Background: an optimization exercise with open tools, aiming at small area, a short achievable clock period and few clock cycles. Do not read the settings as production practice. RTL that was checked went through simulation tests only; none was proved equivalent to the original. Power and IR drop assume default switching activity.

==> module MCPU_Alu, before the edit <==
module MCPU_Alu(in1, in2, mem, tt, s_add, s_sh, s_right, s_load, out);
input [15:0] in1, in2, mem;
input [3:1] tt;         
input s_add, s_sh, s_right, s_load;
output [15:0] out;
function [15:0] rev16(input [15:0] x);
  integer k;
  for (k = 0; k < 16; k = k + 1) rev16[k] = x[15-k];
endfunction
wire        big = |in2[15:4];
wire [15:0] sin = s_right ? rev16(in1) : in1;
wire [15:0] sl  = sin << in2[3:0];
wire [15:0] sh  = s_right ? rev16(sl) : sl;
wire [15:0] sum = in1 + in2;
wire        s_shv = s_sh & ~big;
wire [15:0] lg = ({16{tt[3]}} &  in1 &  in2)
               | ({16{tt[2]}} &  in1 & ~in2)
               | ({16{tt[1]}} & ~in1 &  in2);
assign out = lg
           | ({16{s_add}}   & sum)
           | ({16{s_shv}}   & sh)
           | ({16{s_load}}  & mem);
endmodule
==> module MCPU_Registerfile, before the edit <==
module MCPU_Registerfile(clk, rs1, rs2, we, rd, wd, rd1, rd2);
input clk;
input [3:0] rs1, rs2;
wire [15:0] sel1 = 16'd1 << rs1;
wire [15:0] sel2 = 16'd1 << rs2;
input we;
input [3:0] rd;
input [15:0] wd;
output reg [15:0] rd1, rd2;
reg [255:0] R;
integer k;
always @(*) begin
  rd1 = 16'd0;
  rd2 = 16'd0;
  for (k = 0; k < 16; k = k + 1) begin
    rd1 = rd1 | ({16{sel1[k]}} & R[16*k +: 16]);
    rd2 = rd2 | ({16{sel2[k]}} & R[16*k +: 16]);
  end
end
genvar i;
generate
  for (i = 0; i < 16; i = i + 1) begin : g_reg
    always @(posedge clk)
      if (we && rd == i) R[16*i +: 16] <= wd;
  end
endgenerate
endmodule
==> module MCPU, before the edit <==
module MCPU(clk, reset, imem_addr, imem_rdata, dmem_addr, dmem_we, dmem_wdata, dmem_rdata);
input clk;
input reset;
output [7:0]  imem_addr;
input  [15:0] imem_rdata;
output [7:0]  dmem_addr;
output        dmem_we;
output [15:0] dmem_wdata;
input  [15:0] dmem_rdata;
localparam [3:0] OP_AND = 0, OP_OR = 1, OP_XOR = 2, OP_ADD = 3, OP_LSL = 4,
                 OP_RSL = 5, OP_MOV = 6, OP_LOAD = 7, OP_STORE = 8,
                 OP_SHORT = 9, OP_BNZ = 10;
reg  [7:0] pc;
assign imem_addr = pc;
wire [3:0] f_op  = imem_rdata[15:12];
wire       f_ra  = (f_op == OP_STORE) | (f_op == OP_BNZ);
reg        d_v;        
reg [15:0] d_ins;
reg [3:0]  d_rs1;      
wire [3:0] d_rs2 = d_ins[3:0];
wire [3:0] d_op  = d_ins[15:12];
wire [3:0] d_a   = d_ins[11:8];
wire [7:0] d_imm = d_ins[7:0];
reg        e_wr;       
reg        e_store, e_bnz;
reg [3:0]  e_rd;
reg [15:0] e_op1, e_op2;
reg [3:1]  e_tt;       
reg        e_add, e_sh, e_right, e_load;
reg        w_wr;
reg [3:0]  w_rd;
reg [15:0] w_res;
wire [15:0] res;
wire [15:0] r1, r2;
MCPU_Registerfile rf(.clk(clk), .rs1(d_rs1), .rs2(d_rs2), .we(w_wr), .rd(w_rd), .wd(w_res), .rd1(r1), .rd2(r2));
MCPU_Alu alu(.in1(e_op1), .in2(e_op2), .mem(dmem_rdata),
             .tt(e_tt), .s_add(e_add), .s_sh(e_sh),
             .s_right(e_right), .s_load(e_load), .out(res));
wire [7:0] e_imm  = e_op2[7:0];
assign dmem_addr  = e_imm;
assign dmem_we    = e_store;
assign dmem_wdata = e_op1;
wire mispredict = e_bnz & ~(|e_op1);       
wire smc_e  = e_store & (e_imm == pc);
wire smc_d  = d_v & (d_op == OP_STORE) & (d_imm == pc);
wire squash = mispredict | smc_e | smc_d;
wire fwd1 = e_wr & (e_rd == d_rs1);
wire d_imm_op = (d_op == OP_LOAD) | (d_op == OP_STORE) | (d_op == OP_SHORT) | (d_op == OP_BNZ);
wire fwd2 = e_wr & (e_rd == d_rs2) & ~d_imm_op;
wire fww1 = w_wr & (w_rd == d_rs1);
wire fww2 = w_wr & (w_rd == d_rs2);
wire [15:0] q1 = fww1 ? w_res : r1;
wire [15:0] q2 = d_imm_op ? {8'd0, d_imm} : fww2 ? w_res : r2;
wire d_live = d_v & ~mispredict;
wire       f_bnz  = (f_op == OP_BNZ);
wire [7:0] pc_seq = mispredict ? e_imm : (smc_e | smc_d) ? pc : pc + 8'd1;
always @(posedge clk or posedge reset) begin
  if (reset) begin
    pc      <= 8'd0;
    d_v     <= 1'b0;
    e_wr    <= 1'b0;
    e_store <= 1'b0;
    e_bnz   <= 1'b0;
    w_wr    <= 1'b0;
  end else begin
    pc      <= (f_bnz & ~squash) ? imem_rdata[7:0] : pc_seq;
    d_v     <= ~squash;
    e_wr    <= d_live & ((d_op <= OP_LOAD) | (d_op == OP_SHORT));
    e_store <= d_live & (d_op == OP_STORE);
    e_bnz   <= d_live & (d_op == OP_BNZ);
    w_wr    <= e_wr;
  end
end
always @(posedge clk) begin
  d_ins   <= {imem_rdata[15:8], f_bnz ? pc + 8'd1 : imem_rdata[7:0]};
  d_rs1   <= f_ra ? imem_rdata[11:8] : imem_rdata[7:4];
  e_rd    <= d_a;
  e_op1   <= fwd1 ? res : q1;
  e_op2   <= fwd2 ? res : q2;
  w_rd    <= e_rd;
  w_res   <= res;
  e_tt[3] <= (d_op == OP_AND) | (d_op == OP_OR) | (d_op == OP_MOV) | (d_op == OP_SHORT);
  e_tt[2] <= (d_op == OP_OR) | (d_op == OP_XOR) | (d_op == OP_MOV);
  e_tt[1] <= (d_op == OP_OR) | (d_op == OP_XOR) | (d_op == OP_SHORT);
  e_add   <= (d_op == OP_ADD);
  e_sh    <= (d_op == OP_LSL) | (d_op == OP_RSL);
  e_right <= (d_op == OP_RSL);
  e_load  <= (d_op == OP_LOAD);
end
endmodule
Settings: LEC_CHECK=0, CAP_MARGIN=20, CORE_MARGIN=2, CORE_UTILIZATION=60, SETUP_SLACK_MARGIN=3.0, SLEW_MARGIN=20; clock period 5.5 ns.
run.sh (not shown) runs the stock make flow with config.mk's settings and CLKGATE_MAP_FILE= SYNTH_SCRIPT=/design/flow/synth_recipe.tcl, a recipe that flattens the netlist after the stock synthesis.
Then changed:
--- a/flow/design.v
+++ b/flow/design.v
@@ -1,9 +1,10 @@
-module MCPU_Alu(in1, in2, mem, tt, s_add, s_sh, s_right, s_load, out);
+module MCPU_Alu(in1, in2, imm, mem, tt, s_add, s_sh, s_right, s_load, s_short, out);
 input [15:0] in1, in2, mem;
+input [7:0] imm;
 input [3:1] tt;         
-input s_add, s_sh, s_right, s_load;
+input s_add, s_sh, s_right, s_load, s_short;
 output [15:0] out;
 function [15:0] rev16(input [15:0] x);
   integer k;
   for (k = 0; k < 16; k = k + 1) rev16[k] = x[15-k];
 endfunction
@@ -17,17 +18,16 @@
                | ({16{tt[2]}} &  in1 & ~in2)
                | ({16{tt[1]}} & ~in1 &  in2);
 assign out = lg
            | ({16{s_add}}   & sum)
            | ({16{s_shv}}   & sh)
-           | ({16{s_load}}  & mem);
+           | ({16{s_load}}  & mem)
+           | ({16{s_short}} & {8'd0, imm});
 endmodule
-module MCPU_Registerfile(clk, rs1, rs2, we, rd, wd, rd1, rd2);
+module MCPU_Registerfile(clk, sel1, sel2, we, rd, wd, rd1, rd2);
 input clk;
-input [3:0] rs1, rs2;
-wire [15:0] sel1 = 16'd1 << rs1;
-wire [15:0] sel2 = 16'd1 << rs2;
+input [15:0] sel1, sel2;    
 input we;
 input [3:0] rd;
 input [15:0] wd;
 output reg [15:0] rd1, rd2;
 reg [255:0] R;
@@ -64,45 +64,44 @@
 assign imem_addr = pc;
 wire [3:0] f_op  = imem_rdata[15:12];
 wire       f_ra  = (f_op == OP_STORE) | (f_op == OP_BNZ);
 reg        d_v;        
 reg [15:0] d_ins;
-reg [3:0]  d_rs1;      
-wire [3:0] d_rs2 = d_ins[3:0];
+reg [15:0] d_sel1;     
+reg [15:0] d_sel2;     
 wire [3:0] d_op  = d_ins[15:12];
 wire [3:0] d_a   = d_ins[11:8];
 wire [7:0] d_imm = d_ins[7:0];
 reg        e_wr;       
 reg        e_store, e_bnz;
 reg [3:0]  e_rd;
 reg [15:0] e_op1, e_op2;
+reg [7:0]  e_imm;
 reg [3:1]  e_tt;       
-reg        e_add, e_sh, e_right, e_load;
+reg        e_add, e_sh, e_right, e_load, e_short;
 reg        w_wr;
 reg [3:0]  w_rd;
 reg [15:0] w_res;
 wire [15:0] res;
 wire [15:0] r1, r2;
-MCPU_Registerfile rf(.clk(clk), .rs1(d_rs1), .rs2(d_rs2), .we(w_wr), .rd(w_rd), .wd(w_res), .rd1(r1), .rd2(r2));
-MCPU_Alu alu(.in1(e_op1), .in2(e_op2), .mem(dmem_rdata),
+MCPU_Registerfile rf(.clk(clk), .sel1(d_sel1), .sel2(d_sel2), .we(w_wr), .rd(w_rd), .wd(w_res), .rd1(r1), .rd2(r2));
+MCPU_Alu alu(.in1(e_op1), .in2(e_op2), .imm(e_imm), .mem(dmem_rdata),
              .tt(e_tt), .s_add(e_add), .s_sh(e_sh),
-             .s_right(e_right), .s_load(e_load), .out(res));
-wire [7:0] e_imm  = e_op2[7:0];
+             .s_right(e_right), .s_load(e_load), .s_short(e_short), .out(res));
 assign dmem_addr  = e_imm;
 assign dmem_we    = e_store;
 assign dmem_wdata = e_op1;
 wire mispredict = e_bnz & ~(|e_op1);       
 wire smc_e  = e_store & (e_imm == pc);
 wire smc_d  = d_v & (d_op == OP_STORE) & (d_imm == pc);
 wire squash = mispredict | smc_e | smc_d;
-wire fwd1 = e_wr & (e_rd == d_rs1);
-wire d_imm_op = (d_op == OP_LOAD) | (d_op == OP_STORE) | (d_op == OP_SHORT) | (d_op == OP_BNZ);
-wire fwd2 = e_wr & (e_rd == d_rs2) & ~d_imm_op;
-wire fww1 = w_wr & (w_rd == d_rs1);
-wire fww2 = w_wr & (w_rd == d_rs2);
+wire fwd1 = e_wr & d_sel1[e_rd];
+wire fwd2 = e_wr & d_sel2[e_rd];
+wire fww1 = w_wr & d_sel1[w_rd];
+wire fww2 = w_wr & d_sel2[w_rd];
 wire [15:0] q1 = fww1 ? w_res : r1;
-wire [15:0] q2 = d_imm_op ? {8'd0, d_imm} : fww2 ? w_res : r2;
+wire [15:0] q2 = fww2 ? w_res : r2;
 wire d_live = d_v & ~mispredict;
 wire       f_bnz  = (f_op == OP_BNZ);
 wire [7:0] pc_seq = mispredict ? e_imm : (smc_e | smc_d) ? pc : pc + 8'd1;
 always @(posedge clk or posedge reset) begin
   if (reset) begin
@@ -121,20 +120,23 @@
     w_wr    <= e_wr;
   end
 end
 always @(posedge clk) begin
   d_ins   <= {imem_rdata[15:8], f_bnz ? pc + 8'd1 : imem_rdata[7:0]};
-  d_rs1   <= f_ra ? imem_rdata[11:8] : imem_rdata[7:4];
+  d_sel1  <= 16'd1 << (f_ra ? imem_rdata[11:8] : imem_rdata[7:4]);
+  d_sel2  <= 16'd1 << imem_rdata[3:0];
   e_rd    <= d_a;
   e_op1   <= fwd1 ? res : q1;
   e_op2   <= fwd2 ? res : q2;
   w_rd    <= e_rd;
   w_res   <= res;
-  e_tt[3] <= (d_op == OP_AND) | (d_op == OP_OR) | (d_op == OP_MOV) | (d_op == OP_SHORT);
+  e_imm   <= d_imm;
+  e_tt[3] <= (d_op == OP_AND) | (d_op == OP_OR) | (d_op == OP_MOV);
   e_tt[2] <= (d_op == OP_OR) | (d_op == OP_XOR) | (d_op == OP_MOV);
-  e_tt[1] <= (d_op == OP_OR) | (d_op == OP_XOR) | (d_op == OP_SHORT);
+  e_tt[1] <= (d_op == OP_OR) | (d_op == OP_XOR);
   e_add   <= (d_op == OP_ADD);
   e_sh    <= (d_op == OP_LSL) | (d_op == OP_RSL);
   e_right <= (d_op == OP_RSL);
   e_load  <= (d_op == OP_LOAD);
+  e_short <= (d_op == OP_SHORT);
 end
 endmodule
Combinational power fell by 18%.
Die area stays flat.
Synthesized area is about the same.
Routed wire length came out lower by 13%.
Synthesized cell count fell by 8.1%.
Clock-buffer cell count drops by 6.
First-iteration DRC count decreases by 37%.
Testbench counts after the change, summed over its fixed seeds: cycles 31,575.
Function not checked in the first run of this note: the RTL went through the layout flow alone.

port drivers added, routing unchanged:
No port has a modelled driver above. Below, the same layouts with a new extraction and two added sets of constraints.
Step 1, drivers: a clkbuf_16 drives clk and a buf_2 each remaining input, both assumed.
Step 2 adds t to the input delays and takes it off the output delays; t is the mean of the earliest and latest rising clock arrival at the registers after step 1. Input paths then give back, and output paths get back, about the clock's delay inside the block.
Three values: no drivers, after step 1, after step 2; two values: the first two.
run	t (ns)	slack for setup (ns)	slew at the worst register clock pin (ns)
the first run	0.581	2.878 / 2.878 / 2.563	0.07 / 0.07
the second run	0.591	3.017 / 3.017 / 2.484	0.06 / 0.06
After both steps setup and hold are still met in every run listed. The setup slack of the second run, which loses most, moves by 0.000 ns with the drivers and by -0.533 ns with both steps.
